Context: an optimization exercise on an open-source flow, tuned for small area. The choices shown serve that exercise and are no tape-out recipe.
In this exercise RTL edits were held to simulation tests only and were not proved equivalent to the original.
No activity file was given, so power comes from the tool's default toggle rates.

**flow/design.v**
```verilog
module clock (clk_100Mhz,rst,minute_change,hour_change,mode,select,number,led1,led2,alarm_en,led3);
    input clk_100Mhz;
    input rst;
    input minute_change,hour_change,mode;
    input alarm_en;
    output [7:0] select,number;
    output led1,led2,led3;
    reg [3:0] c;
    reg [2:0] q;            
    wire [2:0] F = c[3:1];
    wire tick_s = c[0];
    wire tick = c[0] & ~c[1] & q[2];
    always @(posedge clk_100Mhz)
        if (rst) begin c <= 4'd1; q <= 3'd0; end
        else begin
            c <= c + 4'd1;
            if (tick_s) q <= q[2] ? 3'd0 : q + 3'd1;
        end
    reg [4:0] th, ah;
    reg [5:0] tm, ts, am, as;
    wire [4:0] xh = alarm_en ? ah : th;
    wire [5:0] xm = alarm_en ? am : tm;
    wire [5:0] xs = alarm_en ? as : ts;
    wire h24 = xh[4] & xh[3];
    wire s59 = xs == 6'd59;
    wire m59 = xm == 6'd59;
    reg [4:0] nh; reg [5:0] nm, ns;
    always @(*) begin
        nh = xh; nm = xm; ns = xs;
        case ({hour_change,minute_change})
            2'b00:
                if (h24) begin nh = 0; nm = 0; ns = 0; end
                else begin
                    ns = s59 ? 6'd0 : xs + 6'd1;
                    if (s59) begin
                        nm = m59 ? 6'd0 : xm + 6'd1;
                        if (m59) nh = xh + 5'd1;
                    end
                end
            2'b01:
                if (h24) begin nh = 0; nm = 6'd1; end
                else begin
                    nm = m59 ? 6'd0 : xm + 6'd1;
                    if (m59) nh = xh + 5'd1;
                end
            2'b10:
                if (h24) nh = 5'd1;
                else if (xh == 5'd23) nh = 5'd0;
                else nh = xh + 5'd1;
            default: ;
        endcase
    end
    reg [4:0] cc;
    wire chime = (tm == 6'd59) && (th <= 5'd10) && (ts == 6'd58 - {th, 1'b0});
    wire cs = ts >= 6'd58;
    wire [5:0] s2 = cs ? ts - 6'd58 : ts + 6'd2;
    wire cm = cs & (tm == 6'd59);
    wire [5:0] m2 = cs ? (cm ? 6'd0 : tm + 6'd1) : tm;
    wire [4:0] h2 = th + {4'd0, cm};
    wire amatch = (as == s2) && (am == m2) && (ah == h2);
    reg [5:0] dd;
    reg l1;
    always @(posedge clk_100Mhz)
        if (rst) begin
            th <= 0; tm <= 0; ts <= 0; ah <= 0; am <= 0; as <= 0;
            cc <= 0; dd <= 0; l1 <= 0;
        end else if (tick) begin
            if (alarm_en) begin ah <= nh; am <= nm; as <= ns; end
            else begin th <= nh; tm <= nm; ts <= ns; end
            l1 <= mode & (th >= 5'd12);
            if (cc == 0) begin
                if (chime) cc <= {th + 5'd1, 1'b0};
            end else cc <= cc - 5'd1;
            if (dd != 0) dd <= dd - 6'd1;
            else if (amatch) dd <= 6'd60;
        end
    assign led1 = l1;
    assign led2 = cc[0];
    assign led3 = dd[0];
    wire [4:0] hv = (mode & ~alarm_en) ? (xh >= 5'd24 ? xh - 5'd24 : xh >= 5'd12 ? xh - 5'd12 : xh) : xh;
    reg [5:0] val;
    always @(*)
        case (F[2:1])
            2'd0: val = xs;
            2'd1: val = xm;
            default: val = {1'b0, hv};
        endcase
    reg [6:0] bcd;
    always @(*)
        case (val)
            6'd0: bcd = 7'h00;
            6'd1: bcd = 7'h01;
            6'd2: bcd = 7'h02;
            6'd3: bcd = 7'h03;
            6'd4: bcd = 7'h04;
            6'd5: bcd = 7'h05;
            6'd6: bcd = 7'h06;
            6'd7: bcd = 7'h07;
            6'd8: bcd = 7'h08;
            6'd9: bcd = 7'h09;
            6'd10: bcd = 7'h10;
            6'd11: bcd = 7'h11;
            6'd12: bcd = 7'h12;
            6'd13: bcd = 7'h13;
            6'd14: bcd = 7'h14;
            6'd15: bcd = 7'h15;
            6'd16: bcd = 7'h16;
            6'd17: bcd = 7'h17;
            6'd18: bcd = 7'h18;
            6'd19: bcd = 7'h19;
            6'd20: bcd = 7'h20;
            6'd21: bcd = 7'h21;
            6'd22: bcd = 7'h22;
            6'd23: bcd = 7'h23;
            6'd24: bcd = 7'h24;
            6'd25: bcd = 7'h25;
            6'd26: bcd = 7'h26;
            6'd27: bcd = 7'h27;
            6'd28: bcd = 7'h28;
            6'd29: bcd = 7'h29;
            6'd30: bcd = 7'h30;
            6'd31: bcd = 7'h31;
            6'd32: bcd = 7'h32;
            6'd33: bcd = 7'h33;
            6'd34: bcd = 7'h34;
            6'd35: bcd = 7'h35;
            6'd36: bcd = 7'h36;
            6'd37: bcd = 7'h37;
            6'd38: bcd = 7'h38;
            6'd39: bcd = 7'h39;
            6'd40: bcd = 7'h40;
            6'd41: bcd = 7'h41;
            6'd42: bcd = 7'h42;
            6'd43: bcd = 7'h43;
            6'd44: bcd = 7'h44;
            6'd45: bcd = 7'h45;
            6'd46: bcd = 7'h46;
            6'd47: bcd = 7'h47;
            6'd48: bcd = 7'h48;
            6'd49: bcd = 7'h49;
            6'd50: bcd = 7'h50;
            6'd51: bcd = 7'h51;
            6'd52: bcd = 7'h52;
            6'd53: bcd = 7'h53;
            6'd54: bcd = 7'h54;
            6'd55: bcd = 7'h55;
            6'd56: bcd = 7'h56;
            6'd57: bcd = 7'h57;
            6'd58: bcd = 7'h58;
            6'd59: bcd = 7'h59;
            default: bcd = 7'bxxxxxxx;
        endcase
    wire [3:0] dig = F[0] ? {1'b0, bcd[6:4]} : bcd[3:0];
    reg [6:0] seg;
    always @(*)
        case (dig)
            4'd0: seg = 7'b0000001;
            4'd1: seg = 7'b1001111;
            4'd2: seg = 7'b0010010;
            4'd3: seg = 7'b0000110;
            4'd4: seg = 7'b1001100;
            4'd5: seg = 7'b0100100;
            4'd6: seg = 7'b0100000;
            4'd7: seg = 7'b0001111;
            4'd8: seg = 7'b0000000;
            default: seg = 7'b0001100;
        endcase
    assign number = (F[2] & F[1]) ? 8'hFF : {seg, 1'b1};
    assign select = ~(8'd1 << F);
endmodule
```
**flow/run.sh**
```bash
#!/bin/bash
# synth_recipe.tcl (not shown) runs the flow's synth.tcl, then flattens the netlist and writes it again
# the make line also repeats each setting of config.mk as NAME=value (left out here)
make -C /OpenROAD-flow-scripts/flow DESIGN_CONFIG=/design/flow/config.mk WORK_HOME=/design/flow/orfs CLKGATE_MAP_FILE= SYNTH_SCRIPT=/design/flow/synth_recipe.tcl finish
```
**flow/config.mk**
```make
export PLATFORM = sky130hd
export DESIGN_NAME = clock
export DESIGN_NICKNAME = clock
export VERILOG_FILES = /design/flow/design.v
export SDC_FILE = /design/flow/constraint.sdc
export NUM_CORES = 4
export LEC_CHECK = 0
export CAP_MARGIN = 20
export CORE_MARGIN = 2
export CORE_UTILIZATION = 40
export SLEW_MARGIN = 20
```
**flow/constraint.sdc**
```tcl
create_clock -name core_clock -period 30.0 [get_ports {clk_100Mhz}]
set_input_delay 6.0000 -clock core_clock [delete_from_list [all_inputs] [get_ports {clk_100Mhz}]]
set_output_delay 6.0000 -clock core_clock [all_outputs]
set_load 0.01 [all_outputs]
```
==> results.json <==
{
  "fillers": 1218,
  "routed_wl_um": 13180,
  "core_area_mm2": 0.01186,
  "overflow": 0,
  "tightest_slew_ns": 0.9884,
  "hold_ws_ns": 0.4908,
  "grt_usage_pct": 20.38,
  "ys_seq_area_share_pct": 22.09,
  "ff2ff_path_depth": 12,
  "cp_top_family": "buffers and inverters",
  "r2r_start": "ts[1]",
  "clock-skew-final_ns": 0.005099,
  "critPathMaxStageDelay_ns": 0.55,
  "cap_violations": 0,
  "route.vias.total": 4740,
  "ctsHoldBuffers": 0,
  "worst-r2r-setup-slack_ns": 25.74,
  "final-setup-viol-count": 0,
  "dieArea_mm2": 0.01290,
  "cts_root_buf": "clkbuf_16",
  "ys_seq_elements": 53,
  "first_pass_iters": 5,
  "period_minus_slack_ns": 17.43,
  "holdCritStartpoint": "c[0]",
  "cts_buffers": 5,
  "insertion_delay_ns": 0.30,
  "path_depth": 22,
  "layout_commonest_cell": "nor2_1",
  "rows": 40,
  "p_leak_nw": 1.970,
  "area_delta_synth_final_pct": 8.440,
  "clkTransAtPathRegs_ns": 0.07,
  "critPathBufInv": 7,
  "drive_gt1_share_pct": 4.791,
  "ys.flop_type": "dfxtp_1",
  "slew_violations": 0,
  "die-height_um": 113.6,
  "critPathMostFrequentCell": "inv_1",
  "dp_hpwl_um": 9928,
  "synth_cell_types": 70,
  "cp.arrival_ns": 11.43,
  "ioPinCount": 25,
  "grt_pass1_vias": 4334,
  "cts_sinks": 53,
  "synth_area_mm2": 0.004803,
  "postSynthAreaPerCell_um2": 7.356,
  "syn_inst": 653,
  "power_density_mw_per_mm2": 32.18,
  "first_iter_violations": 333,
  "synth_edf_count": 0,
  "critPathCapture": "number[3]",
  "path_class": "in2out",
  "hold_violations": 0,
  "start_kind": "primary input",
  "antenna_found_initial": 0,
  "diodes": 0,
  "cts_resized": 0,
  "status": "finished clean",
  "hold_path.class": "reg2reg",
  "crit_start": "alarm_en",
  "synth_warnings": 1,
  "final_cell_mix": "nor2_1, dfxtp_1, nand2_1",
  "die_w_um": 113.6,
  "setup_slack_ns": 12.57,
  "grt_pass1_wl_um": 21480,
  "maxSlewHeadroom_pct": 34.11,
  "pre_cts_slack_ns": 12.50,
  "p_total_mw": 0.1676,
  "period_share_pct": 58.10,
  "peakVddDrop_mv": 0.01931,
  "cp_max_fo": 33,
  "cp_slowest_cell": "clkdlybuf4s50_1",
  "syn_nets": 693,
  "viasPerCell": 5.970,
  "clock_path_buffers": 2,
  "gp_congestion": 0.9071,
  "max_freq_mhz": 57.37,
  "wl_per_cell_um": 16.60,
  "fin_tns_setup_ns": 0,
  "cp_cell_sequence": "clkdlybuf4s50_1, buf_4, inv_1, a21boi_1, inv_1, ha_1, a221o_1, and3_1, xnor2_1, a21o_1, inv_1, ha_1, nand2_1, o21ai_0, mux2i_1, a21oi_1, a32oi_1, inv_1, ha_1, mux2_1, a21boi_1, clkdlybuf4s50_1",
  "async_flop_share_pct": 0,
  "drc": 0,
  "end_kind": "primary output",
  "final_nets": 686,
  "cts_tree": "yes",
  "crit_required_ns": 24.00,
  "ant_nets": 0,
  "htree_levels": 2,
  "rr_endpoint": "dd[5]",
  "initial_core_util_pct": 40.50,
  "port-buffer-count": 23,
  "postCtsSetupBuffers": 0,
  "rsz0062_at_grt": "false",
  "grt_max_degree": 55
}
metrics by stage:
stage	area [um^2]	cells	util, %
3_5_place_dp	5057	786	42.64
6_report	5209	794	43.91
4_1_cts	5205	794	43.88
3_3_place_gp	5057	786	42.64
5_1_grt	5209	794	43.91
2_1_floorplan	4803	653	-
kinds of logic (layout without fill, tap and decap cells):
| family | Yosys count | after routing | share of synthesized area (%) |
|---|---|---|---|
| AOI/OAI and AO/OA | 194 | 194 | 27.12 |
| xor gates and xnor gates | 28 | 28 | 5.106 |
| adders and majority gates | 34 | 34 | 8.857 |
| buffers and inverters | 77 | 71 | 6.590 |
| DFF | 53 | 53 | 22.09 |
| muxes | 29 | 29 | 6.799 |
| other | 1 | 1 | 0.07807 |
| and+or+nand+nor | 237 | 237 | 23.37 |
area by class of cell:
type	instances	area [um^2]	share of cell area (%)
clock buffer	5	125.1	2.402
timing repair buffer	26	247.7	4.756
inverter	37	138.9	2.666
sequential	53	1061	20.37
tap	147	183.9	3.531
clock inverter	3	22.52	0.4324
multi-input combinational	523	3430	65.84
cells in the mapped netlist (3+ instances only):
| master | number | share of area, % |
|---|---|---|
| a211oi_1 | 32 | 5.0 |
| a21boi_1 | 3 | 0.47 |
| a21o_1 | 5 | 0.78 |
| a21oi_1 | 46 | 4.8 |
| a311o_1 | 3 | 0.63 |
| a31oi_1 | 13 | 1.7 |
| a41oi_1 | 3 | 0.55 |
| and2_1 | 4 | 0.52 |
| and3_1 | 4 | 0.52 |
| buf_2 | 9 | 0.94 |
| clkbuf_1 | 25 | 2.0 |
| dfxtp_1 | 53 | 22 |
| ha_1 | 34 | 8.9 |
| inv_1 | 35 | 2.7 |
| mux2_2 | 8 | 1.9 |
| mux2i_1 | 18 | 3.8 |
| nand2_1 | 52 | 4.1 |
| nand2b_1 | 5 | 0.65 |
| nand3_1 | 21 | 2.2 |
| nand3b_1 | 6 | 0.94 |
| nand4_1 | 4 | 0.52 |
| nor2_1 | 85 | 6.6 |
| nor2b_1 | 8 | 1.0 |
| nor3_1 | 17 | 1.8 |
| nor4_1 | 3 | 0.39 |
| o211ai_1 | 7 | 1.1 |
| o21a_1 | 4 | 0.63 |
| o21ai_0 | 34 | 3.5 |
| o221ai_1 | 3 | 0.55 |
| o22ai_1 | 3 | 0.39 |
| o31ai_1 | 6 | 0.94 |
| o32ai_1 | 3 | 0.55 |
| or2_2 | 4 | 0.52 |
| or3_1 | 10 | 1.3 |
| or4_1 | 6 | 0.94 |
| xnor2_1 | 19 | 3.5 |
| xor2_1 | 9 | 1.6 |
routing by layer:
| metal | vias to the layer above | GRT usage (%) | routed length [um] |
|---|---|---|---|
| li1 | 2356 | - | - |
| met1 | 2253 | 26.81 | 6189 |
| met2 | 115 | 34.85 | 6274 |
| met3 | 16 | 2.391 | 499 |
| met4 | 0 | 6.667 | 217 |
| met5 | - | 0 | 0 |
worst min path at each step:
stage | endpoint | slack (ns) | depth (start not counted)
2_1_floorplan | c[0] | 0.43 | 1
3_3_place_gp | c[0] | 0.46 | 1
3_5_place_dp | c[0] | 0.47 | 1
4_1_cts | c[0] | 0.49 | 1
5_1_grt | c[0] | 0.51 | 1
6_report | c[0] | 0.49 | 1
power breakdown:
part / internal [mW] / leakage (nW) / total, mW / switching, mW
combinational: 0.0162 / 1.48 / 0.0359 / 0.0197
sequential: 0.0714 / 0.428 / 0.0743 / 0.00284
clock: 0.0309 / 0.0621 / 0.0575 / 0.0266
total: 0.118 / 1.97 / 0.168 / 0.0491
sequential cells by signal, indices dropped and copies added, names as in the netlist, 5 cells and up:
name / flops
tm: 6
cc: 5
am: 6
ts: 6
as: 6
th: 5
dd: 6
ah: 5

afterwards: timing with drivers on the ports:
The results above use ideal ports. As a check the final layout listed here was re-extracted and re-timed, cells and wires unchanged.
Step 1, drivers: a clkbuf_16 drives clk_100Mhz and a buf_2 each remaining input, both assumed.
Step 2 adds t to the input delays and takes it off the output delays; t is the mean of the earliest and latest rising clock arrival at the registers after step 1. Input paths then give back, and output paths get back, about the clock's delay inside the block.
Three values: ideal ports, drivers, drivers and shift; two values: the first two.
t (ns): 0.332
setup WS [ns]: 12.570 / 12.544 / 12.544
slew at the worst register clock pin (ns): 0.07 / 0.07
worst data-port slew with drivers (ns): 0.03
After both steps setup and hold are still met in this run. The setup slack of this run moves by -0.026 ns with the drivers and by -0.026 ns with both steps.
